This is an optimization exercise on Yosys and OpenROAD, whose aim is small area and a short achievable clock period, not a production implementation.
The RTL was checked by simulation tests, not by an equivalence proof against the original design.
Power is estimated from default activity; no workload was simulated.

--- design/flow/flow/run.sh ---
#!/bin/bash
# The standard layout, except that the port buffers are a plain buffer cell
# (buf_4) instead of the flow's default. Each tool's output goes to its own
# log under orfs/logs; make's output goes to flow_make.log here.
set -euo pipefail
bash standard.sh "BUFFER_PORTS_ARGS=-buffer_cell sky130_fd_sc_hd__buf_4" finish > flow_make.log 2>&1
--- design/flow/standard.sh ---
#!/bin/bash
# synth_recipe.tcl (not shown) runs the flow's synth.tcl, then flattens the netlist and writes it again
# the make line also repeats each setting of config.mk as NAME=value (left out here)
make -C /OpenROAD-flow-scripts/flow DESIGN_CONFIG=/design/flow/config.mk WORK_HOME=/design/flow/orfs CLKGATE_MAP_FILE= SYNTH_SCRIPT=/design/flow/synth_recipe.tcl "${@:-finish}"
--- design/flow/config.mk ---
export PLATFORM = sky130hd
export DESIGN_NAME = Processor
export DESIGN_NICKNAME = Processor
export VERILOG_FILES = /design/flow/design.v
export SDC_FILE = /design/flow/constraint.sdc
export NUM_CORES = 4
export LEC_CHECK = 0
export CAP_MARGIN = 20
export CELL_PAD_IN_SITES_DETAIL_PLACEMENT = 0
export CELL_PAD_IN_SITES_GLOBAL_PLACEMENT = 1
export CORE_MARGIN = 2
export CORE_UTILIZATION = 60
export CTS_BUF_LIST = sky130_fd_sc_hd__clkbuf_8
export CTS_CLUSTER_DIAMETER = 50
export CTS_CLUSTER_SIZE = 14
export GPL_ROUTABILITY_DRIVEN = 1
export PLACE_DENSITY = 0.7
export SETUP_SLACK_MARGIN = 5
export SLEW_MARGIN = 20
export SYNTH_HIERARCHICAL = 1
--- design/flow/constraint.sdc ---
create_clock -name core_clock -period 14.0 [get_ports {clk}]
set_input_delay 2.8000 -clock core_clock [delete_from_list [all_inputs] [get_ports {clk}]]
set_output_delay 2.8000 -clock core_clock [all_outputs]
set_load 0.01 [all_outputs]
--- design/flow/design.v ---
module Processor(
	output [31:0] out,
	output [31:0] ans,
	output [31:0] imem_addr,
	input [31:0] imem_data,
	input reset,
	input clk);
	integer i;
	wire [5:0] op  = imem_data[31:26];
	wire [3:0] rs  = imem_data[25:22];
	wire [3:0] rt  = imem_data[21:18];
	wire [3:0] rdf = imem_data[17:14];
	wire [31:0] simm = {{16{imem_data[15]}}, imem_data[15:0]};
	wire op_add   = op == 6'b000000;
	wire op_sub   = op == 6'b000100;
	wire op_and   = op == 6'b011000;
	wire op_or    = op == 6'b011110;
	wire op_xor   = op == 6'b010110;
	wire op_not   = op == 6'b010101;
	wire op_sla   = op == 6'b001000;
	wire op_sra   = op == 6'b001010;
	wire op_srl   = op == 6'b001011;
	wire op_move  = op == 6'b101110;
	wire op_addi  = op == 6'b000001;
	wire op_subi  = op == 6'b000101;
	wire op_andi  = op == 6'b111000;
	wire op_ori   = op == 6'b111110;
	wire op_xori  = op == 6'b110110;
	wire op_movei = op == 6'b101111;
	wire op_ld    = op == 6'b100000;
	wire op_st    = op == 6'b100001;
	wire op_br    = op == 6'b100100;
	wire op_bmi   = op == 6'b100101;
	wire op_bpl   = op == 6'b100110;
	wire op_bz    = op == 6'b100111;
	wire op_call  = op == 6'b101010;
	wire op_ret   = op == 6'b101011;
	wire op_halt  = op == 6'b101100;
	wire alusrc = op_addi | op_subi | op_andi | op_ori | op_xori | op_movei | op_ld | op_st;
	wire regdst = op_add | op_sub | op_and | op_or | op_xor | op_sla | op_sra | op_srl | op_move;
	wire regwr  = regdst | op_not | op_addi | op_subi | op_andi | op_ori | op_xori | op_movei | op_ld;
	wire f_sub  = op_sub | op_subi | op_bmi;
	wire f_and  = op_and | op_andi;
	wire f_or   = op_or | op_ori;
	wire f_xor  = op_xor | op_xori;
	wire f_not  = op_not;
	wire f_sla  = op_sla;
	wire f_sr   = op_sra | op_srl;
	wire f_arith = ~(f_and | f_or | f_xor | f_not | f_sla | f_sr);
	reg [31:0] R [1:15];
	reg [479:0] Rf;
	always @* for (i = 1; i < 16; i = i + 1) Rf[32*(i-1) +: 32] = R[i];
	wire [15:0] rs_oh_lo, rs_oh_hi, rt_oh_lo, rt_oh_hi;
	dec4 u_dsl (.a(rs), .y(rs_oh_lo));
	dec4 u_dsh (.a(rs), .y(rs_oh_hi));
	dec4 u_dtl (.a(rt), .y(rt_oh_lo));
	dec4 u_dth (.a(rt), .y(rt_oh_hi));
	wire [31:0] An, RTn;
	rf_read_n rda (.ohl(rs_oh_lo[15:1]), .ohh(rs_oh_hi[15:1]), .R(Rf), .qn(An));
	rf_read_n rdb (.ohl(rt_oh_lo[15:1]), .ohh(rt_oh_hi[15:1]), .R(Rf), .qn(RTn));
	wire [31:0] RT;
	inv1 u_rtinv [31:0] (.a(RTn), .y(RT));
	assign ans = R[4];
	wire [31:0] res;
	wire [5:0] ad;	 
	alu u_alu (.An(An), .RTn(RTn), .simm(simm), .op(op), .alusrc(alusrc), .f_sub(f_sub),
		.f_arith(f_arith), .f_and(f_and), .f_or(f_or), .f_xor(f_xor), .f_not(f_not),
		.f_sla(f_sla), .f_sr(f_sr), .f_sra(op_sra), .out(out), .res(res), .ad(ad));
	wire [31:0] sum = res;
	reg [7:0] M [0:63];
	wire [1:0] s = ad[1:0];
	wire [15:0] ohw = 16'b1 << ad[5:2];
	wire [15:0] ohw1 = {ohw[14:0], ohw[15]};	 
	wire [15:0] oh0 = (s != 2'd0) ? ohw1 : ohw;
	wire [15:0] oh1 = s[1] ? ohw1 : ohw;
	wire [15:0] oh2 = (s == 2'd3) ? ohw1 : ohw;
	wire [15:0] oh3 = ohw;
	reg [127:0] Mf0, Mf1, Mf2, Mf3;
	always @* for (i = 0; i < 16; i = i + 1) begin
		Mf0[8*i +: 8] = M[4*i+0];
		Mf1[8*i +: 8] = M[4*i+1];
		Mf2[8*i +: 8] = M[4*i+2];
		Mf3[8*i +: 8] = M[4*i+3];
	end
	wire [7:0] L0, L1, L2, L3;
	mem_lane ml0 (.oh(oh0), .M(Mf0), .q(L0));
	mem_lane ml1 (.oh(oh1), .M(Mf1), .q(L1));
	mem_lane ml2 (.oh(oh2), .M(Mf2), .q(L2));
	mem_lane ml3 (.oh(oh3), .M(Mf3), .q(L3));
	wire [3:0] s_oh = 4'b1 << s;
	wire [31:0] wlane;
	ao4 u_wl [31:0] (.s0(s_oh[0]), .s1(s_oh[1]), .s2(s_oh[2]), .s3(s_oh[3]),
		.d0(RT), .d1({RT[23:0], RT[31:24]}), .d2({RT[15:0], RT[31:16]}), .d3({RT[7:0], RT[31:8]}),
		.y(wlane));
	wire mwen = op_st & ~reset;
	always @(posedge clk) begin
		for (i = 0; i < 16; i = i + 1) begin
			if (mwen & oh0[i]) M[4*i+0] <= wlane[7:0];
			if (mwen & oh1[i]) M[4*i+1] <= wlane[15:8];
			if (mwen & oh2[i]) M[4*i+2] <= wlane[23:16];
			if (mwen & oh3[i]) M[4*i+3] <= wlane[31:24];
		end
	end
	wire [3:0] wa = regdst ? rdf : rt;
	wire [15:0] wa_oh = 16'b1 << wa;
	wire [3:0] ld_oh = s_oh & {4{op_ld & ~reset}};
	wire sel_res = ~op_ld & ~reset;
	wire [31:0] rwd_r;
	ao5 u_wb [31:0] (.s0(ld_oh[0]), .s1(ld_oh[1]), .s2(ld_oh[2]), .s3(ld_oh[3]), .s4(sel_res),
		.d0({L3, L2, L1, L0}), .d1({L0, L3, L2, L1}), .d2({L1, L0, L3, L2}), .d3({L2, L1, L0, L3}),
		.d4(res), .y(rwd_r));
	always @(posedge clk) begin
		for (i = 1; i < 16; i = i + 1) begin
			if (reset | (regwr & wa_oh[i]))
				R[i] <= rwd_r;
		end
	end
	reg [29:0] pc;       
	reg [29:0] stack;
	assign imem_addr = {pc, 2'b00};
	wire [29:0] pc1 = pc + 30'd1;
	wire [29:0] pcj = pc + simm[29:0];
	wire zero = ~|sum;
	wire taken = op_br | op_call | (op_bmi & sum[31]) | (op_bpl & ~sum[31] & ~zero) | (op_bz & zero);
	wire [29:0] pcn = op_ret ? stack : taken ? pcj : pc1;
	always @(posedge clk) begin
		if (reset | ~op_halt)
			pc <= pcn & {30{~reset}};
		if (reset | (op_call & ~op_halt))
			stack <= pc1 & {30{~reset}};
	end
endmodule
module dec4(input [3:0] a, output [15:0] y);
	wire [3:0] ln, hn;
	pdec2n u_l (.a(a[1:0]), .yn(ln));
	pdec2n u_h (.a(a[3:2]), .yn(hn));
	genvar i;
	generate
		for (i = 0; i < 16; i = i + 1) begin : o
			nor2m u_o (.a(ln[i % 4]), .b(hn[i / 4]), .y(y[i]));
		end
	endgenerate
endmodule
module pdec2n(input [1:0] a, output [3:0] yn);
	assign yn = ~(4'b1 << a);
endmodule
module rf_read_n(input [15:1] ohl, input [15:1] ohh, input [479:0] R, output [31:0] qn);
	genvar b;
	generate
		for (b = 0; b < 32; b = b + 1) begin : bt
			wire [15:1] r;
			genvar i;
			for (i = 1; i < 16; i = i + 1) begin : rr
				assign r[i] = R[32*(i-1) + b];
			end
			rd15n u_rd (.s(b < 16 ? ohl : ohh), .r(r), .yn(qn[b]));
		end
	endgenerate
endmodule
module rd15n(input [15:1] s, input [15:1] r, output yn);
	wire [8:1] y;
	assign y[1] = ~(s[1] & r[1] | s[2] & r[2]);
	assign y[2] = ~(s[3] & r[3] | s[4] & r[4]);
	assign y[3] = ~(s[5] & r[5] | s[6] & r[6]);
	assign y[4] = ~(s[7] & r[7] | s[8] & r[8]);
	assign y[5] = ~(s[9] & r[9] | s[10] & r[10]);
	assign y[6] = ~(s[11] & r[11] | s[12] & r[12]);
	assign y[7] = ~(s[13] & r[13] | s[14] & r[14]);
	assign y[8] = ~(s[15] & r[15]);
	assign yn = ~(~&y[4:1] | ~&y[8:5]);
endmodule
module mem_lane(input [15:0] oh, input [127:0] M, output reg [7:0] q);
	integer i;
	always @* begin
		q = 8'd0;
		for (i = 0; i < 16; i = i + 1)
			q = q | (M[8*i +: 8] & {8{oh[i]}});
	end
endmodule
module alu(
	input [31:0] An, input [31:0] RTn, input [31:0] simm, input [5:0] op,
	input alusrc, input f_sub, input f_arith, input f_and, input f_or,
	input f_xor, input f_not, input f_sla, input f_sr, input f_sra,
	output [31:0] out, output [31:0] res, output [5:0] ad);
	wire [16:0] bx0s, bx1s;
	wire [1:0] p0, p1, q0, q1;
	bctl u_bc [1:0] (.op(op), .p0(p0), .p1(p1), .q0(q0), .q1(q1));
	bpre u_bpl [8:0] (.imm(simm[8:0]), .p0(p0[0]), .p1(p1[0]), .q0(q0[0]), .q1(q1[0]),
		.bx0(bx0s[8:0]), .bx1(bx1s[8:0]));
	bpre u_bph [16:9] (.imm(simm[16:9]), .p0(p0[1]), .p1(p1[1]), .q0(q0[1]), .q1(q1[1]),
		.bx0(bx0s[16:9]), .bx1(bx1s[16:9]));
	wire [31:0] bx0 = {{15{bx0s[16]}}, bx0s};
	wire [31:0] bx1 = {{15{bx1s[16]}}, bx1s};
	wire [31:0] Bxn;
	mux2n u_bm [31:0] (.s(RTn), .d1(bx0), .d0(bx1), .y(Bxn));
	wire [31:0] x;
	xor2m u_x [31:0] (.a(An), .b(Bxn), .y(x));
	wire [31:0] gl [0:5];
	wire [31:0] tl [0:5];
	wire [31:0] g, t;
	pg_pos u_pg [31:0] (.an(An), .bn(Bxn), .g(g), .t(t));
	assign gl[0][0] = f_sub;
	assign tl[0][0] = 1'b0;
	assign gl[0][31:1] = g[30:0];
	assign tl[0][31:1] = t[30:0];
	genvar k, j;
	generate
		for (k = 1; k <= 5; k = k + 1) begin : lvl
			localparam integer D = 1 << (k - 1);
			for (j = 0; j < 32; j = j + 1) begin : bt
				if (j < D) begin : ps
					inv1 u_i (.a(gl[k-1][j]), .y(gl[k][j]));
					assign tl[k][j] = 1'b0;
				end else if (j < 2 * D) begin : gonly
					if (k % 2 == 0) begin : np
						pre_np_g u_g (.gh(gl[k-1][j]), .th(tl[k-1][j]), .gl(gl[k-1][j-D]), .g(gl[k][j]));
					end else begin : pn
						pre_pn_g u_g (.gh(gl[k-1][j]), .th(tl[k-1][j]), .gl(gl[k-1][j-D]), .g(gl[k][j]));
					end
					assign tl[k][j] = 1'b0;
				end else begin : full
					if (k % 2 == 0) begin : np
						pre_np u_p (.gh(gl[k-1][j]), .th(tl[k-1][j]), .gl(gl[k-1][j-D]), .tl(tl[k-1][j-D]), .g(gl[k][j]), .t(tl[k][j]));
					end else begin : pn
						pre_pn u_p (.gh(gl[k-1][j]), .th(tl[k-1][j]), .gl(gl[k-1][j-D]), .tl(tl[k-1][j-D]), .g(gl[k][j]), .t(tl[k][j]));
					end
				end
			end
		end
	endgenerate
	wire [31:0] cn = gl[5];
	wire [31:0] aln = {An[30:0], 1'b1};
	wire [31:0] arn = {~(~An[31] & f_sra), An[31:1]};
	wire [31:0] y0n, y1n;
	res_pre u_rp [31:0] (.x(x), .g(g), .t(t), .bn(Bxn), .aln(aln), .arn(arn),
		.f_arith(f_arith), .f_ax(f_arith | f_xor), .f_xor(f_xor), .f_and(f_and), .f_or(f_or),
		.f_not(f_not), .f_sla(f_sla), .f_sr(f_sr), .y0n(y0n), .y1n(y1n));
	mux2n u_rm [31:0] (.s(cn), .d1(y0n), .d0(y1n), .y(out));
	mux2n u_rm2 [31:0] (.s(cn), .d1(y0n), .d0(y1n), .y(res));
	mux2n u_rm3 [5:0] (.s(gl[3][5:0]), .d1(y0n[5:0]), .d0(y1n[5:0]), .y(ad));
endmodule
module bpre(input imm, input p0, input p1, input q0, input q1, output bx0, output bx1);
	assign bx0 = imm ? p1 : p0;
	assign bx1 = imm ? q1 : q0;
endmodule
module bctl(input [5:0] op, output p0, output p1, output q0, output q1);
	wire inv = op == 6'b000100 || op == 6'b000101 || op == 6'b100101;
	wire as = op == 6'b000001 || op == 6'b000101 || op == 6'b111000 || op == 6'b111110
	       || op == 6'b110110 || op == 6'b101111 || op == 6'b100000 || op == 6'b100001;
	assign p0 = inv;
	assign p1 = inv ^ as;
	assign q0 = ~(inv ^ as);
	assign q1 = ~inv;
endmodule
module mux2n(input s, input d1, input d0, output y);
	assign y = ~(s ? d1 : d0);
endmodule
module xor2m(input a, input b, output y);
	assign y = a ^ b;
endmodule
module inv1(input a, output y);
	assign y = ~a;
endmodule
module pg_pos(input an, input bn, output g, output t);
	assign g = ~(an | bn);
	assign t = ~(an & bn);
endmodule
module pre_np(input gh, input th, input gl, input tl, output g, output t);
	assign g = ~(gh & (th | gl));
	assign t = ~(th | tl);
endmodule
module pre_np_g(input gh, input th, input gl, output g);
	assign g = ~(gh & (th | gl));
endmodule
module pre_pn(input gh, input th, input gl, input tl, output g, output t);
	assign g = ~(gh | (th & gl));
	assign t = ~(th & tl);
endmodule
module pre_pn_g(input gh, input th, input gl, output g);
	assign g = ~(gh | (th & gl));
endmodule
module res_pre(input x, input g, input t, input bn, input aln, input arn,
	input f_arith, input f_ax, input f_xor, input f_and, input f_or, input f_not,
	input f_sla, input f_sr, output y0n, output y1n);
	wire k = (f_and & g) | (f_or & t) | (f_not & bn) | (f_sla & ~aln) | (f_sr & ~arn);
	assign y0n = ~((f_ax & x) | k);
	assign y1n = ~((x ? f_xor : f_arith) | k);
endmodule
module nor2m(input a, input b, output y);
	assign y = ~(a | b);
endmodule
module ao4(input s0, input s1, input s2, input s3, input d0, input d1, input d2, input d3,
	output y);
	assign y = (s0 & d0) | (s1 & d1) | (s2 & d2) | (s3 & d3);
endmodule
module ao5(input s0, input s1, input s2, input s3, input s4,
	input d0, input d1, input d2, input d3, input d4, output y);
	assign y = (s0 & d0) | (s1 & d1) | (s2 & d2) | (s3 & d3) | (s4 & d4);
endmodule
==> results of run 1 <==
## cell usage in the layout (no fill, tap or decap), types with 38 or more instances in the layout
cell and count:
a21oi_1 38, a21oi_2 50, a221oi_1 110, a222oi_1 96, a22o_1 124, a22oi_1 478
buf_4 322, clkbuf_8 106, edfxtp_1 1052, inv_1 126, mux2_2 68, mux2i_1 60
mux2i_4 43, nand2_1 243, nand2_2 38, nand3_1 86, nand4_1 115, nor2_1 204
nor2_2 61, nor2_4 45, nor2b_1 94, nor3_1 57, o21ai_0 68, o21ai_2 52
xor2_1 62
## sequential cells by signal, summed over array words and instances, names as in the netlist
name,count
pc,30
M,512
stack,30
R,480
## stage by stage
stage	hold WS (ns)	setup WS, ns	power [mW]	util, %	std cells
final	0.600	5.00	11.2	68.7	5462
after global routing	0.638	4.95	11.4	68.7	5462
after CTS	0.606	4.99	10.8	67.4	5403
after detailed placement	0.579	3.20	8.55	63.4	5185
after global placement	0.569	3.35	8.45	63.4	5184
after floorplan	0.552	5.27	6.72	-	3926
## power groups by stage
stage	sequential (mW)	clock [mW]	combinational, mW
6_report	4.55	1.89	4.78
5_1_grt	4.58	2.01	4.85
4_1_cts	4.54	1.90	4.34
3_5_place_dp	4.61	0	3.94
3_3_place_gp	4.58	0	3.86
2_1_floorplan	4.52	0	2.20
## layout make-up
class                   instances  share of cell area [%]
repair inverters                2                  0.0172
multi-input cells            2634                    34.6
well taps                    1144                    2.45
repair buffers                342                    4.61
diodes                          3                  0.0129
clock inverters                55                   0.843
inverters                     124                   0.818
clock buffers                 106                    2.50
flip-flops and latches       1052                    54.2
## worst min path at each step
stage	startpoint	endpoint	slack, ns	cells after the start
6_report	stack[16]$_DFFE_PP_	pc[16]$_DFFE_PP_	0.60	2
5_1_grt	stack[14]$_DFFE_PP_	pc[14]$_DFFE_PP_	0.64	2
4_1_cts	stack[16]$_DFFE_PP_	pc[16]$_DFFE_PP_	0.61	2
3_5_place_dp	stack[2]$_DFFE_PP_	pc[2]$_DFFE_PP_	0.58	2
3_3_place_gp	stack[19]$_DFFE_PP_	pc[19]$_DFFE_PP_	0.57	2
2_1_floorplan	stack[16]$_DFFE_PP_	pc[16]$_DFFE_PP_	0.55	2
## what timing repair did
action	in CTS	in global routing
setup endpoints to repair	512	512
setup buffers	55	52
resized for setup	209	149
gates cloned	2	4
pin swaps	53	77
## per-layer routing
| layer | up-vias | GRT usage, % |
|---|---|---|
| met3 | 611 | 10.5 |
| met4 | 0 | 18.8 |
| met1 | 19630 | 54.5 |
| met5 | - | 0 |
| met2 | 3314 | 58.7 |
| li1 | 16683 | - |
## worst reg2reg max path: cells and delay by family, from the launching register on
family,cells,cell delay [ns]
AO/OA/AOI/OAI,7,2.69
buffers and inverters,1,0.36
flip-flops,1,0.42
multiplexers,2,0.62
AND/OR/NAND/NOR,8,2.30
==> flow_summary.yaml, run 1 <==
place:
  hpwl_um: 117000
  portBuffers: 127
  dpl_cell_area_um2: 53800
  gp_congestion: 0.993
worst_setup_path:
  critical_path_class: "input pin to output pin"
  critPathTopFamily: "simple AND/OR/NAND/NOR gates"
  start_kind: "input pin"
  path_cells: "buf_4 -> nand2b_4 -> nor2_2 -> buf_4 -> a22oi_1 -> nand4_1 -> nor2_2 -> mux2i_4 -> nand2_1 -> nand2_1 -> nor2_1 -> a21oi_2 -> o21ai_2 -> a21oi_4 -> mux2i_4 -> buf_4"
  rr_worst_depth: 18
  crit_fanout: 16
  reg2reg_from: "R[8][4]$_DFFE_PP_"
  required_ns: 11.20
  max_stage_delay_ns: 0.45
  cp.arrival_ns: 6.20
  crit_start: "imem_data[19]"
  cp.depth: 16
  cp-endpoint: "out[30]"
  ff2ff_setup_slack_ns: 7.19
  critPathMostFrequentCell: "buf_4"
  cp_slowest_cell: "nor2_2"
  timing.rr.end: "R[5][26]$_DFFE_PP_"
  cp-end-kind: "output pin"
  cp_num_buf_inv: 3
floorplanning:
  die-area_um2: 87700
  start_util_pct: 60.3
  die_w_um: 296
  die_y_um: 296
  core_um2: 84900
  io_pins: 130
  rows: 107
final_layout:
  fin_nets: 4322
  n_fill_cell: 6016
  design_area_um2: 58300
  multiInputGateArea_um2: 20200
  drive_gt1_share_pct: 23.3
  area.growth.synth_to_final_pct: 13.9
  register_area_um2: 31600
clocking:
  cts_root_buf: "clkbuf_8"
  cts_buffers: 101
  post_cts_hold_buffer_count: 0
  cts_tree: "yes"
  path_clk_slew_ns: 0.08
  clockBufferDepth: 3
  h-tree-depth: 3
  clkLatencyLatePin_ns: 0.81
  clkSinkCount: 1052
detailed_routing:
  highest_layer: "met4"
  wl_met1_um: 65300
  met3_length_um: 24700
  met2WireLength_um: 77900
  drt-total-wl_um: 178000
  vias_per_cell: 7.37
  drt_iter0_drc: 6575
  drc: 0
  wl_per_cell_um: 32.6
  route.antenna.remaining_nets: 0
  dr.pass1.iters: 14
  vias: 40238
status:
  outcome: "finished clean"
power_and_ir_drop:
  clock_power_share_pct: 16.8
  switching_share_pct: 41.5
  seqPwrFrac_pct: 40.6
  p_int_mw: 6.56
  ir_drop_mv: 0.145
  power_leakage_nw: 20.1
  power_per_cell_area_nw_per_um2: 192
  comb_power_share_pct: 42.6
  p_switching_mw: 4.65
sta:
  finalClockSkew_ns: 0.0560
  period_share_pct: 64.3
  tns_ns: 0
  max_freq_mhz: 111
  final-hold-violation-count: 0
  setup_viol: 0
  worst_slew_pin_slew_ns: 1.15
  maxSlewViolCount: 0
  rsz0062_at_grt: "yes"
  period_minus_slack_ns: 9.00
  relSlewSlack_pct: 22.7
global_routing:
  grt_max_degree: 82
  grtUsageTotal_pct: 39.5
  grt_pass1_vias: 37817
  grt.overflow.total: 0
  grt_pass1_wl_um: 252000
  antenna_found_initial: 3
logic_synthesis:
  syn_area_per_cell_um2: 13.0
  ys_warn_count: 11
  syn-cell-area_um2: 51200
  syn_inst: 3925
run:
  drv_cap: 0
min_path:
  hold_class: "flip-flop to flip-flop"
==> run 2, diff against run 1 <==
--- a/design/flow/design.v
+++ b/design/flow/design.v
@@ -158,24 +158,44 @@
 	endgenerate
 endmodule
 module rd15n(input [15:1] s, input [15:1] r, output yn);
-	wire [8:1] y;
-	assign y[1] = ~(s[1] & r[1] | s[2] & r[2]);
-	assign y[2] = ~(s[3] & r[3] | s[4] & r[4]);
-	assign y[3] = ~(s[5] & r[5] | s[6] & r[6]);
-	assign y[4] = ~(s[7] & r[7] | s[8] & r[8]);
-	assign y[5] = ~(s[9] & r[9] | s[10] & r[10]);
-	assign y[6] = ~(s[11] & r[11] | s[12] & r[12]);
-	assign y[7] = ~(s[13] & r[13] | s[14] & r[14]);
-	assign y[8] = ~(s[15] & r[15]);
-	assign yn = ~(~&y[4:1] | ~&y[8:5]);
-endmodule
-module mem_lane(input [15:0] oh, input [127:0] M, output reg [7:0] q);
-	integer i;
-	always @* begin
-		q = 8'd0;
-		for (i = 0; i < 16; i = i + 1)
-			q = q | (M[8*i +: 8] & {8{oh[i]}});
-	end
+	wire p1, p2;
+	or8 u_lo (.s(s[8:1]), .r(r[8:1]), .y(p1));
+	or7 u_hi (.s(s[15:9]), .r(r[15:9]), .y(p2));
+	assign yn = ~(p1 | p2);
+endmodule
+module or8(input [8:1] s, input [8:1] r, output y);
+	wire [4:1] q;
+	assign q[1] = ~(s[1] & r[1] | s[2] & r[2]);
+	assign q[2] = ~(s[3] & r[3] | s[4] & r[4]);
+	assign q[3] = ~(s[5] & r[5] | s[6] & r[6]);
+	assign q[4] = ~(s[7] & r[7] | s[8] & r[8]);
+	assign y = ~&q;
+endmodule
+module or7(input [7:1] s, input [7:1] r, output y);
+	wire [4:1] q;
+	assign q[1] = ~(s[1] & r[1] | s[2] & r[2]);
+	assign q[2] = ~(s[3] & r[3] | s[4] & r[4]);
+	assign q[3] = ~(s[5] & r[5] | s[6] & r[6]);
+	assign q[4] = ~(s[7] & r[7]);
+	assign y = ~&q;
+endmodule
+module mem_lane(input [15:0] oh, input [127:0] M, output [7:0] q);
+	genvar b, i;
+	generate
+		for (b = 0; b < 8; b = b + 1) begin : bt
+			wire [16:1] r;
+			for (i = 0; i < 16; i = i + 1) begin : rr
+				assign r[i+1] = M[8*i + b];
+			end
+			wire p1, p2;
+			or8 u_lo (.s(oh[7:0]), .r(r[8:1]), .y(p1));
+			or8 u_hi (.s(oh[15:8]), .r(r[16:9]), .y(p2));
+			or2m u_o (.a(p1), .b(p2), .y(q[b]));
+		end
+	endgenerate
+endmodule
+module or2m(input a, input b, output y);
+	assign y = a | b;
 endmodule
 module alu(
 	input [31:0] An, input [31:0] RTn, input [31:0] simm, input [5:0] op,
==> flow_summary.yaml, run 2 <==
logic_synthesis:
  syn-cell-area_um2: 50700
  ys_warn_count: 10
  syn_area_per_cell_um2: 12.9
  syn_inst: 3925
place:
  portBuffers: 127
  hpwl_um: 113000
  dpl_cell_area_um2: 53600
  gp_congestion: 1.00
worst_setup_path:
  crit_fanout: 22
  critical_path_class: "input pin to output pin"
  required_ns: 11.20
  cp-end-kind: "output pin"
  cp.arrival_ns: 6.29
  start_kind: "input pin"
detailed_routing:
  dr.pass1.iters: 15
  vias_per_cell: 7.26
  drc: 0
  wl_per_cell_um: 31.9
  route.antenna.remaining_nets: 0
  vias: 39407
  drt-total-wl_um: 173000
  drt_iter0_drc: 6386
final_layout:
  top_regs: "M (512), R (480)"
  fin_util_pct: 69.4
  multiInputGateArea_um2: 20100
  fin_nets: 4344
  final_cell_mix: "edfxtp_1, a22oi_1, buf_4"
  largest_reg_flops: 512
  drive_gt1_share_pct: 22.0
  n_fill_cell: 6056
  area.growth.synth_to_final_pct: 14.6
  register_area_um2: 31600
  final_common_cell: "edfxtp_1"
  design_area_um2: 58000
  regMostFlops: "M"
power_and_ir_drop:
  power_leakage_nw: 19.8
  power.total_mw: 10.9
  power_per_cell_area_nw_per_um2: 188
  seqPwrFrac_pct: 41.4
  switching_share_pct: 41.1
  p_switching_mw: 4.50
  p_int_mw: 6.44
  comb_power_share_pct: 39.9
  clock_power_share_pct: 18.6
  ir_drop_mv: 0.165
sta:
  whs_ns: 0.592
  relSlewSlack_pct: 17.4
  period_minus_slack_ns: 9.09
  rsz0062_at_grt: "yes"
  setup_viol: 0
  finalClockSkew_ns: 0.0413
  max_freq_mhz: 110
  tns_ns: 0
  final-hold-violation-count: 0
  maxSlewViolCount: 0
  worst_slew_pin_slew_ns: 1.24
  period_share_pct: 64.9
global_routing:
  grtUsageTotal_pct: 39.2
  grt_pass1_wl_um: 246000
  grt_max_degree: 65
  antenna_found_initial: 5
  grt.overflow.total: 0
  grt_pass1_vias: 36431
floorplanning:
  start_util_pct: 60.6
  die_y_um: 295
  core_um2: 83600
  die_w_um: 295
  rows: 106
  die-area_um2: 86800
  io_pins: 130
clocking:
  cts_buffers: 107
  path_clk_slew_ns: 0.07
  clkLatencyLatePin_ns: 0.80
  cts_tree: "yes"
  cts_root_buf: "clkbuf_8"
  h-tree-depth: 3
  clockBufferDepth: 3
  clkSinkCount: 1052
run:
  drv_cap: 0
min_path:
  hold_class: "flip-flop to flip-flop"
status:
  outcome: "finished clean"
-- run 2: what timing repair did --
action	in CTS	in global routing
pin swaps	29	62
buffers inserted	22	49
hold endpoints to repair	0	0
hold buffers	0	0
endpoints found under the setup margin	497	359
gates resized for setup	200	140
cloned	4	2
-- run 2: area by class of cell --
class / instances / share of cell area, %
clock buffer: 107 / 2.54
clock inverter: 71 / 1.24
multi-input combinational: 2699 / 34.7
tap: 1080 / 2.33
timing repair inverter: 1 / 0.00863
inverter: 124 / 0.815
sequential: 1052 / 54.4
timing repair buffer: 294 / 3.94
antenna: 2 / 0.00863
-- run 2: power groups by stage --
stage	Clock, mW	Sequential [mW]	Combinational, mW
6_report	2.04	4.53	4.37
5_1_grt	2.15	4.57	4.46
4_1_cts	2.05	4.52	4.04
3_5_place_dp	0	4.59	3.84
3_3_place_gp	0	4.57	3.80
2_1_floorplan	0	4.52	2.08
-- run 2: per-layer routing --
layer / routed length [um] / global-route usage [%]
met2: 75300 / 57.1
met1: 66300 / 55.3
met4: 9180 / 19.1
met5: 0 / 0
met3: 22500 / 9.72
-- run 2: stage by stage --
step,instances,setup slack [ns]
global placement,5167,3.71
floorplan,3926,5.28
finish,5430,4.91
detailed placement,5170,3.69
CTS,5374,4.95
global route,5430,4.93
-- run 2: worst paths after layout --
| kind | endpoint | slack (ns) | start | cells after the start |
|---|---|---|---|---|
| min | pc[19]$_DFFE_PP_ | 0.59 | stack[19]$_DFFE_PP_ | 2 |
| max | out[23] | 4.91 | imem_data[30] | 15 |
| max reg2reg | R[6][27]$_DFFE_PP_ | 7.30 | R[9][4]$_DFFE_PP_ | 18 |
| min reg2reg | pc[19]$_DFFE_PP_ | 0.59 | stack[19]$_DFFE_PP_ | 2 |
-- run 2: critical path, stage by stage --
cell and delay (ns):
buf_6 0.19, nor2b_4 0.24, a32oi_4 0.17, o311ai_4 0.59
mux2_4 0.40, buf_4 0.16, mux2i_4 0.09, nand2_2 0.16
nand2_2 0.13, nor2_1 0.33, nand2_1 0.21, nor2_1 0.23
a21oi_4 0.13, mux2i_4 0.26, buf_4 0.17
==> run 3, diff against run 2 <==
--- a/design/flow/config.mk
+++ b/design/flow/config.mk
@@ -9,12 +9,12 @@
 export CELL_PAD_IN_SITES_DETAIL_PLACEMENT = 0
 export CELL_PAD_IN_SITES_GLOBAL_PLACEMENT = 1
 export CORE_MARGIN = 2
-export CORE_UTILIZATION = 60
+export CORE_UTILIZATION = 66
 export CTS_BUF_LIST = sky130_fd_sc_hd__clkbuf_8
 export CTS_CLUSTER_DIAMETER = 50
 export CTS_CLUSTER_SIZE = 14
 export GPL_ROUTABILITY_DRIVEN = 1
-export PLACE_DENSITY = 0.7
+export PLACE_DENSITY = 0.76
 export SETUP_SLACK_MARGIN = 5
 export SLEW_MARGIN = 20
 export SYNTH_HIERARCHICAL = 1
==> flow_summary.yaml, run 3 <==
status:
  outcome: "finished clean"
floorplanning:
  core_um2: 75900
  rows: 101
  die_y_um: 281
  die_w_um: 281
  io_pins: 130
  die-area_um2: 79000
  start_util_pct: 66.7
final_layout:
  fin_cells: 5341
  top_regs: "M (512), R (480)"
  register_area_um2: 31600
  area.growth.synth_to_final_pct: 13.4
  final_cell_mix: "edfxtp_1, a22oi_1, buf_4"
  fin_util_pct: 75.7
  regMostFlops: "M"
  design_area_um2: 57500
  n_fill_cell: 4781
  drive_gt1_share_pct: 20.8
  largest_reg_flops: 512
  final_common_cell: "edfxtp_1"
  fin_nets: 4325
  multiInputGateArea_um2: 20100
worst_setup_path:
  cp.arrival_ns: 6.32
  start_kind: "input pin"
  reg2reg_from: "R[4][1]$_DFFE_PP_"
  cp-endpoint: "out[23]"
  crit_fanout: 16
  timing.rr.end: "R[10][12]$_DFFE_PP_"
  crit_start: "imem_data[24]"
  max_stage_delay_ns: 0.50
  rr_worst_depth: 19
  required_ns: 11.20
  cp_slowest_cell: "nor2_1"
  critical_path_class: "input pin to output pin"
  cp-end-kind: "output pin"
  path_cells: "buf_4 -> nand2b_1 -> nor2_4 -> a222oi_1 -> nand3_1 -> nor2_1 -> nor2_1 -> a21oi_4 -> o21ai_2 -> a21oi_2 -> o21ai_2 -> a21oi_4 -> mux2i_4 -> buf_4"
  ff2ff_setup_slack_ns: 7.41
global_routing:
  grtUsageMet3_pct: 11.5
  grtUsageMet1_pct: 58.4
  grtUsageTotal_pct: 42.1
  antenna_found_initial: 6
  grt_pass1_wl_um: 241000
  grt.overflow.total: 0
  top_usage_layer: "met2"
  grt_pass1_vias: 36770
  grt_max_degree: 65
  grt.met2_usage_pct: 61.0
sta:
  setup_viol: 0
  final-hold-violation-count: 0
  maxSlewViolCount: 0
  tns_ns: 0
  relSlewSlack_pct: 8.92
  rsz0062_at_grt: "yes"
  finalClockSkew_ns: 0.0837
  period_share_pct: 65.1
  period_minus_slack_ns: 9.12
  max_freq_mhz: 110
  worst_slew_pin_slew_ns: 1.34
power_and_ir_drop:
  comb_power_share_pct: 40.6
  p_int_mw: 6.28
  power.total_mw: 10.6
  switching_share_pct: 41.0
  p_switching_mw: 4.37
  power_leakage_nw: 19.6
  clock_power_share_pct: 16.9
  power_per_cell_area_nw_per_um2: 185
  ir_drop_mv: 0.182
  seqPwrFrac_pct: 42.5
place:
  placed_cells: 5121
  hpwl_um: 110000
  portBuffers: 127
  gp_congestion: 1.01
  dpl_cell_area_um2: 53500
clocking:
  h-tree-depth: 3
  post_cts_hold_buffer_count: 0
  cts_tree: "yes"
  cts_root_buf: "clkbuf_8"
  cts_buffers: 98
  path_clk_slew_ns: 0.08
  clkSinkCount: 1052
  clkLatencyLatePin_ns: 0.79
  clockBufferDepth: 3
logic_synthesis:
  syn-cell-area_um2: 50700
  syn_area_per_cell_um2: 12.9
  ys_warn_count: 10
  syn_inst: 3925
run:
  drv_cap: 0
detailed_routing:
  dr.pass1.iters: 11
  route.antenna.remaining_nets: 0
  drc: 0
  vias_per_cell: 7.50
  vias: 40050
  wl_per_cell_um: 31.9
  drt_iter0_drc: 6992
  drt-total-wl_um: 170000
min_path:
  hold_depth: 2
  hold_class: "flip-flop to flip-flop"
[run 3: worst max-delay path, delay by kind of cell]
kind,cells,cell delay (ns)
buffers and inverters,2,0.29
AND/OR/NAND/NOR,5,1.45
multiplexers,1,0.36
AO/OA/AOI/OAI,6,1.40
[run 3: layout make-up]
| cell class | instances | area share [%] |
|---|---|---|
| sequential | 1052 | 55.0 |
| multi-input combinational | 2700 | 34.9 |
| timing repair buffer | 284 | 3.85 |
| clock buffer | 99 | 2.37 |
| tap | 1030 | 2.24 |
| inverter | 124 | 0.823 |
| clock inverter | 47 | 0.775 |
| antenna | 5 | 0.0218 |
[run 3: per-layer routing]
metal  part of all wire, %  wire [um]
met5                 0.079        134
met4                   6.1      10500
met3                    15      25300
met2                    43      73500
met1                    36      61000
[run 3: what timing repair did]
action | 4_1_cts | 5_1_grt
gates cloned | 3 | 5
pin swaps | 29 | 51
resized for setup | 183 | 155
endpoints found under the setup margin | 512 | 509
buffers inserted | 24 | 37
[run 3: power groups by stage]
stage	clock network, mW	logic [mW]	registers [mW]
after floorplan	0	2.08	4.52
after global placement	0	3.71	4.56
after detailed placement	0	3.76	4.59
after CTS	1.80	3.94	4.52
after global routing	1.90	4.41	4.57
final	1.80	4.32	4.53
[run 3: stage by stage]
stage	setup slack, ns	hold slack, ns
after floorplan	5.28	0.552
after global placement	3.86	0.559
after detailed placement	3.74	0.589
after CTS	4.96	0.595
after global routing	4.87	0.615
final	4.88	0.593
[run 3: how the worst min path moves through the flow]
stage / startpoint / endpoint
finish: stack[10]$_DFFE_PP_ / pc[10]$_DFFE_PP_
CTS: stack[10]$_DFFE_PP_ / pc[10]$_DFFE_PP_
global placement: stack[2]$_DFFE_PP_ / pc[2]$_DFFE_PP_
detailed placement: stack[19]$_DFFE_PP_ / pc[19]$_DFFE_PP_
floorplan: stack[16]$_DFFE_PP_ / pc[16]$_DFFE_PP_
global route: stack[2]$_DFFE_PP_ / pc[2]$_DFFE_PP_
==> run 4, diff against run 3 <==
--- a/design/flow/config.mk
+++ b/design/flow/config.mk
@@ -9,12 +9,12 @@
 export CELL_PAD_IN_SITES_DETAIL_PLACEMENT = 0
 export CELL_PAD_IN_SITES_GLOBAL_PLACEMENT = 1
 export CORE_MARGIN = 2
-export CORE_UTILIZATION = 66
+export CORE_UTILIZATION = 72
 export CTS_BUF_LIST = sky130_fd_sc_hd__clkbuf_8
 export CTS_CLUSTER_DIAMETER = 50
 export CTS_CLUSTER_SIZE = 14
 export GPL_ROUTABILITY_DRIVEN = 1
-export PLACE_DENSITY = 0.76
+export PLACE_DENSITY = 0.82
 export SETUP_SLACK_MARGIN = 5
 export SLEW_MARGIN = 20
 export SYNTH_HIERARCHICAL = 1
==> flow_summary.yaml, run 4 <==
status:
  outcome: "finished clean"
clocking:
  cts_root_buf: "clkbuf_8"
  h-tree-depth: 3
  post_cts_hold_buffer_count: 0
  cts_buffers: 99
  cts_tree: "yes"
  path_clk_slew_ns: 0.08
  clkSinkCount: 1052
  clockBufferDepth: 3
  clkLatencyLatePin_ns: 0.79
sta:
  final-hold-violation-count: 0
  finalClockSkew_ns: 0.0736
  max_freq_mhz: 108
  rsz0062_at_grt: "yes"
  worst_slew_pin_slew_ns: 1.16
  period_minus_slack_ns: 9.23
  relSlewSlack_pct: 22.2
  period_share_pct: 65.9
  whs_ns: 0.608
  setup_viol: 0
  maxSlewViolCount: 0
  tns_ns: 0
power_and_ir_drop:
  ir_drop_mv: 0.143
  power_per_cell_area_nw_per_um2: 189
  power_leakage_nw: 19.5
global_routing:
  grt.overflow.total: 0
  grt_pass1_vias: 39309
  grtUsageTotal_pct: 46.9
  grt_max_degree: 65
  antenna_found_initial: 6
  grt_pass1_wl_um: 252000
worst_setup_path:
  start_kind: "input pin"
  required_ns: 14.42
  cp-end-kind: "flip-flop"
  max_stage_delay_ns: 0.66
  cp.arrival_ns: 9.65
  timing.rr.end: "R[13][8]$_DFFE_PP_"
  ff2ff_setup_slack_ns: 7.08
  path_cells: "buf_4 -> nand2b_4 -> nor2_1 -> buf_4 -> a22oi_1 -> nand4_1 -> nor2_4 -> mux2i_4 -> xor2_1 -> mux2_2 -> nor3_1 -> mux2i_1 -> nor2b_1 -> nand3_1 -> inv_1 -> nand2_1 -> o21ai_1 -> a22oi_1 -> nand4_1 -> or2_1 -> a222oi_1 -> nand2_1"
  rr_worst_depth: 18
  crit_start: "imem_data[20]"
  crit_fanout: 16
  cp_slowest_cell: "nand2_1"
  cp-endpoint: "R[13][8]$_DFFE_PP_"
  critical_path_class: "input pin to flip-flop"
  reg2reg_from: "R[4][5]$_DFFE_PP_"
logic_synthesis:
  syn_area_per_cell_um2: 12.9
  syn_inst: 3925
  ys_warn_count: 10
  syn-cell-area_um2: 50700
final_layout:
  top_regs: "M (512), R (480)"
  fin_cells: 5242
  drive_gt1_share_pct: 20.9
  fin_nets: 4312
  area.growth.synth_to_final_pct: 13.3
  n_fill_cell: 3739
  final_cell_mix: "edfxtp_1, a22oi_1, buf_4"
  multiInputGateArea_um2: 20100
  final_common_cell: "edfxtp_1"
  fin_util_pct: 82.3
  regMostFlops: "M"
  register_area_um2: 31600
  largest_reg_flops: 512
place:
  gp_congestion: 1.12
  portBuffers: 127
  hpwl_um: 112000
  placed_cells: 5021
detailed_routing:
  vias: 41691
  dr.pass1.iters: 15
  drt-total-wl_um: 176000
  drc: 0
  drt_iter0_drc: 10730
  route.antenna.remaining_nets: 0
  wl_per_cell_um: 33.5
  vias_per_cell: 7.95
floorplanning:
  core_um2: 69800
  rows: 97
  die_y_um: 269
  die-area_um2: 72500
  die_w_um: 269
  start_util_pct: 72.6
  io_pins: 130
min_path:
  hold_class: "flip-flop to flip-flop"
  hold_path.startpoint: "stack[10]$_DFFE_PP_"
run:
  drv_cap: 0
==> run 4: stage by stage <==
step | worst slack [ns] | instance area [um2] | total power, mW
6_report | 4.77 | 57400 | 10.8
5_1_grt | 4.86 | 57400 | 11.0
4_1_cts | 4.92 | 56200 | 10.3
3_5_place_dp | 3.74 | 53300 | 8.35
3_3_place_gp | 3.70 | 53300 | 8.19
2_1_floorplan | 5.28 | 50700 | 6.61
==> run 4: cell type report <==
cell class | count | share of cell area [%]
flip-flops and latches | 1052 | 55.0
multi-input cells | 2701 | 35.0
well taps | 940 | 2.05
clock buffers | 100 | 2.40
diodes | 6 | 0.0262
clock inverters | 50 | 0.996
repair buffers | 268 | 3.64
repair inverters | 1 | 0.00872
inverters | 124 | 0.831
==> run 4: repair_timing <==
item | CTS | global route
endpoints found under the setup margin | 512 | 511
pin swaps | 11 | 59
cloned | 7 | 1
resized for setup | 166 | 165
setup buffers | 15 | 41
==> run 4: worst max-delay path, delay by kind of cell <==
family                    cells  cell delay, ns
and+or+nand+nor              11            3.38
muxes                         3            1.14
AOI/OAI and AO/OA             4            1.00
buffers and inverters         3            0.99
xor gates and xnor gates      1            0.28
==> run 4: report_power, final <==
part / internal (mW) / switching [mW] / leakage [nW] / total, mW
logic: 1.19 / 3.20 / 8.33 / 4.39
clock network: 0.833 / 1.07 / 1.00 / 1.90
registers: 4.32 / 0.229 / 10.2 / 4.55
total: 6.35 / 4.50 / 19.5 / 10.8
==> run 4: metal layers <==
layer / share of wire [%] / wire length (um) / vias to the layer above / global-route usage [%]
met5: 0.096 / 169 / - / 0.724
met4: 8.0 / 14100 / 4 / 29.1
met3: 17 / 30700 / 1080 / 16.3
met2: 42 / 74500 / 4387 / 66.9
met1: 32 / 56100 / 19540 / 62.1
li1: - / - / 16680 / -
==> run 4: how the worst min path moves through the flow <==
stage	cells past startpoint	slack (ns)	to
2_1_floorplan	2	0.55	pc[16]$_DFFE_PP_
3_3_place_gp	2	0.56	pc[2]$_DFFE_PP_
3_5_place_dp	2	0.59	pc[10]$_DFFE_PP_
4_1_cts	2	0.61	pc[10]$_DFFE_PP_
5_1_grt	2	0.63	pc[24]$_DFFE_PP_
6_report	2	0.61	pc[10]$_DFFE_PP_
==> run 5, diff against run 4 <==
==> design/flow/flow/run.sh (replaced) <==
#!/bin/bash
# The standard layout, except that the port buffers are a plain buffer cell
# (buf_4) instead of the flow's default. Each tool's output goes to its own
# log under orfs/logs; make's output goes to flow_make.log here.
set -euo pipefail
bash standard.sh "BUFFER_PORTS_ARGS=-buffer_cell sky130_fd_sc_hd__buf_4" SETUP_SLACK_MARGIN=5.3 finish > flow_make.log 2>&1
--- a/design/flow/config.mk
+++ b/design/flow/config.mk
@@ -9,12 +9,12 @@
 export CELL_PAD_IN_SITES_DETAIL_PLACEMENT = 0
 export CELL_PAD_IN_SITES_GLOBAL_PLACEMENT = 1
 export CORE_MARGIN = 2
-export CORE_UTILIZATION = 72
+export CORE_UTILIZATION = 66
 export CTS_BUF_LIST = sky130_fd_sc_hd__clkbuf_8
 export CTS_CLUSTER_DIAMETER = 50
 export CTS_CLUSTER_SIZE = 14
 export GPL_ROUTABILITY_DRIVEN = 1
-export PLACE_DENSITY = 0.82
+export PLACE_DENSITY = 0.76
 export SETUP_SLACK_MARGIN = 5
 export SLEW_MARGIN = 20
 export SYNTH_HIERARCHICAL = 1
==> flow_summary.yaml, run 5 <==
clocking:
  cts_root_buf: "clkbuf_8"
  h-tree-depth: 3
  path_clk_slew_ns: 0.09
  post_cts_hold_buffer_count: 0
  cts_tree: "yes"
  cts_buffers: 102
  clkLatencyLatePin_ns: 0.79
  clockBufferDepth: 3
  clkSinkCount: 1052
power_and_ir_drop:
  clock_power_share_pct: 17.4
  p_int_mw: 6.44
  power_per_cell_area_nw_per_um2: 187
  seqPwrFrac_pct: 41.2
  p_switching_mw: 4.57
  comb_power_share_pct: 41.4
  switching_share_pct: 41.5
  power_leakage_nw: 20.0
  ir_drop_mv: 0.152
detailed_routing:
  dr.pass1.iters: 11
  drt_iter0_drc: 7839
  vias_per_cell: 7.47
  route.antenna.remaining_nets: 0
  drt-total-wl_um: 170000
  drc: 0
  vias: 40211
  wl_per_cell_um: 31.6
final_layout:
  final_cell_mix: "edfxtp_1, a22oi_1, buf_4"
  regMostFlops: "M"
  final_common_cell: "edfxtp_1"
  n_fill_cell: 4695
  fin_util_pct: 77.5
  largest_reg_flops: 512
  fin_nets: 4364
  area.growth.synth_to_final_pct: 16.2
  drive_gt1_share_pct: 23.9
  top_regs: "M (512), R (480)"
worst_setup_path:
  critPathTopFamily: "compound AO/OA/AOI/OAI gates"
  cp_num_buf_inv: 3
  required_ns: 11.20
  max_stage_delay_ns: 0.52
  cp-end-kind: "output pin"
  cp_slowest_cell: "a222oi_1"
  timing.rr.end: "pc[29]$_DFFE_PP_"
  critical_path_class: "input pin to output pin"
  start_kind: "input pin"
  reg2reg_from: "R[9][11]$_DFFE_PP_"
  ff2ff_setup_slack_ns: 7.49
  path_cells: "buf_8 -> nand2b_4 -> nor2_4 -> buf_8 -> a222oi_1 -> nand3_1 -> nor2_4 -> mux2i_4 -> nand2_4 -> a21oi_4 -> o21ai_2 -> a21oi_2 -> o21ai_2 -> a21oi_4 -> mux2i_4 -> buf_6"
  rr_worst_depth: 22
  crit_fanout: 9
  cp.arrival_ns: 6.24
sta:
  period_share_pct: 64.5
  worst_slew_pin_slew_ns: 1.20
  relSlewSlack_pct: 19.4
  setup_viol: 0
  max_freq_mhz: 111
  rsz0062_at_grt: "yes"
  maxSlewViolCount: 0
  final-hold-violation-count: 0
  period_minus_slack_ns: 9.04
  finalClockSkew_ns: 0.0672
  whs_ns: 0.608
  tns_ns: 0
floorplanning:
  rows: 101
  core_um2: 75900
  die-area_um2: 79000
  die_y_um: 281
  io_pins: 130
  start_util_pct: 66.7
  die_w_um: 281
min_path:
  holdPathEnd: "pc[16]$_DFFE_PP_"
  hold_depth: 2
  hold_path.startpoint: "stack[16]$_DFFE_PP_"
  hold_class: "flip-flop to flip-flop"
global_routing:
  grt_pass1_wl_um: 243000
  grt_pass1_vias: 37576
  grtUsageTotal_pct: 42.2
  grt.overflow.total: 0
  antenna_found_initial: 1
  grt_max_degree: 65
logic_synthesis:
  syn_inst: 3925
  syn_area_per_cell_um2: 12.9
  ys_warn_count: 10
  syn-cell-area_um2: 50700
place:
  portBuffers: 127
  gp_congestion: 1.02
  hpwl_um: 112000
run:
  drv_cap: 0
status:
  outcome: "finished clean"
## run 5: worst max-delay path by stage
| stage | from | end | slack, ns | cells after the start |
|---|---|---|---|---|
| CTS | imem_data[29] | out[21] | 5.25 | 14 |
| floorplan | imem_data[27] | R[10][0]$_DFFE_PP_ | 5.33 | 22 |
| detailed placement | imem_data[20] | R[3][8]$_DFFE_PP_ | 3.94 | 21 |
| global placement | imem_data[20] | R[3][8]$_DFFE_PP_ | 3.78 | 21 |
| global route | imem_data[20] | out[20] | 4.98 | 16 |
| finish | imem_data[21] | out[18] | 4.96 | 16 |
## run 5: repair_timing
item	4_1_cts	5_1_grt
endpoints found under the setup margin	527	512
setup buffers	74	22
cloned	12	0
pin swaps	102	40
gates resized for setup	401	153
## run 5: layout make-up
cell class	count	area [um2]	area share (%)
sequential	1052	31600	53.7
multi-input combinational	2697	20800	35.3
timing repair buffer	322	2760	4.68
clock buffer	104	1430	2.43
tap	1030	1290	2.19
clock inverter	50	544	0.925
inverter	124	477	0.810
antenna	1	2.50	0.00425
## run 5: power by group through the flow
stage | Sequential, mW | Combinational (mW) | Clock, mW
finish | 4.54 | 4.56 | 1.91
global route | 4.57 | 4.63 | 2.01
CTS | 4.53 | 4.14 | 1.91
detailed placement | 4.60 | 3.79 | 0
global placement | 4.57 | 3.75 | 0
floorplan | 4.52 | 2.08 | 0
## run 5: routing by layer
layer	wire (um)	global-route usage (%)	vias to the layer above
li1	-	-	16785
met1	60200	59.1	19305
met2	73300	61.1	3519
met3	26300	11.5	602
met4	10300	21.5	0
met5	0	0	-
## run 5: worst reg2reg max path: cells and delay by family (launching register included)
family                 cells  cell delay (ns)
and+or+nand+nor            9             2.81
AOI/OAI and AO/OA          8             1.82
buffers and inverters      3             0.66
muxes                      2             0.50
DFF                        1             0.42
## run 5: per-stage QoR
| stage | setup slack [ns] | area (um2) | total power, mW | std cells |
|---|---|---|---|---|
| global route | 4.98 | 58800 | 11.2 | 5380 |
| global placement | 3.78 | 53400 | 8.32 | 5114 |
| finish | 4.96 | 58800 | 11.0 | 5380 |
| CTS | 5.25 | 58000 | 10.6 | 5357 |
| floorplan | 5.33 | 50700 | 6.61 | 3926 |
| detailed placement | 3.94 | 53500 | 8.39 | 5117 |

-- what the ideal ports hide --
In the flow no input, the clock included, has a driving cell. The finished layouts below were timed again as built, in two steps. Step 1: set_driving_cell puts a clkbuf_16 on clk and a buf_2 on each other input, an assumption about the parent block. Step 2 adds t to the input delays and takes it off the output delays; t is the mean of the earliest and latest rising clock arrival at the registers after step 1. Input paths then give back, and output paths get back, about the clock's delay inside the block. Slacks: ideal / step 1 / step 2; pairs: ideal / step 1.
| run | shift t [ns] | setup WS [ns] | worst setup path at the end | worst register clock-pin slew, ns | cell pins on the clock port's net |
|---|---|---|---|---|---|
| run 1 | 0.848 | 4.995 / 4.966 / 4.240 | input to register | 0.09 / 0.09 | 1 |
| run 2 | 0.845 | 4.911 / 4.865 / 4.263 | input to register | 0.09 / 0.09 | 1 |
| run 3 | 0.810 | 4.882 / 4.834 / 4.399 | input to register | 0.10 / 0.10 | 1 |
| run 4 | 0.818 | 4.771 / 4.801 / 3.983 | input to register | 0.09 / 0.09 | 1 |
| run 5 | 0.826 | 4.965 / 4.815 / 4.497 | input to register | 0.10 / 0.10 | 1 |
After both steps setup and hold are still met in every run listed. The setup slack of run 4, which loses most, moves by +0.030 ns with the drivers and by -0.788 ns with both steps.
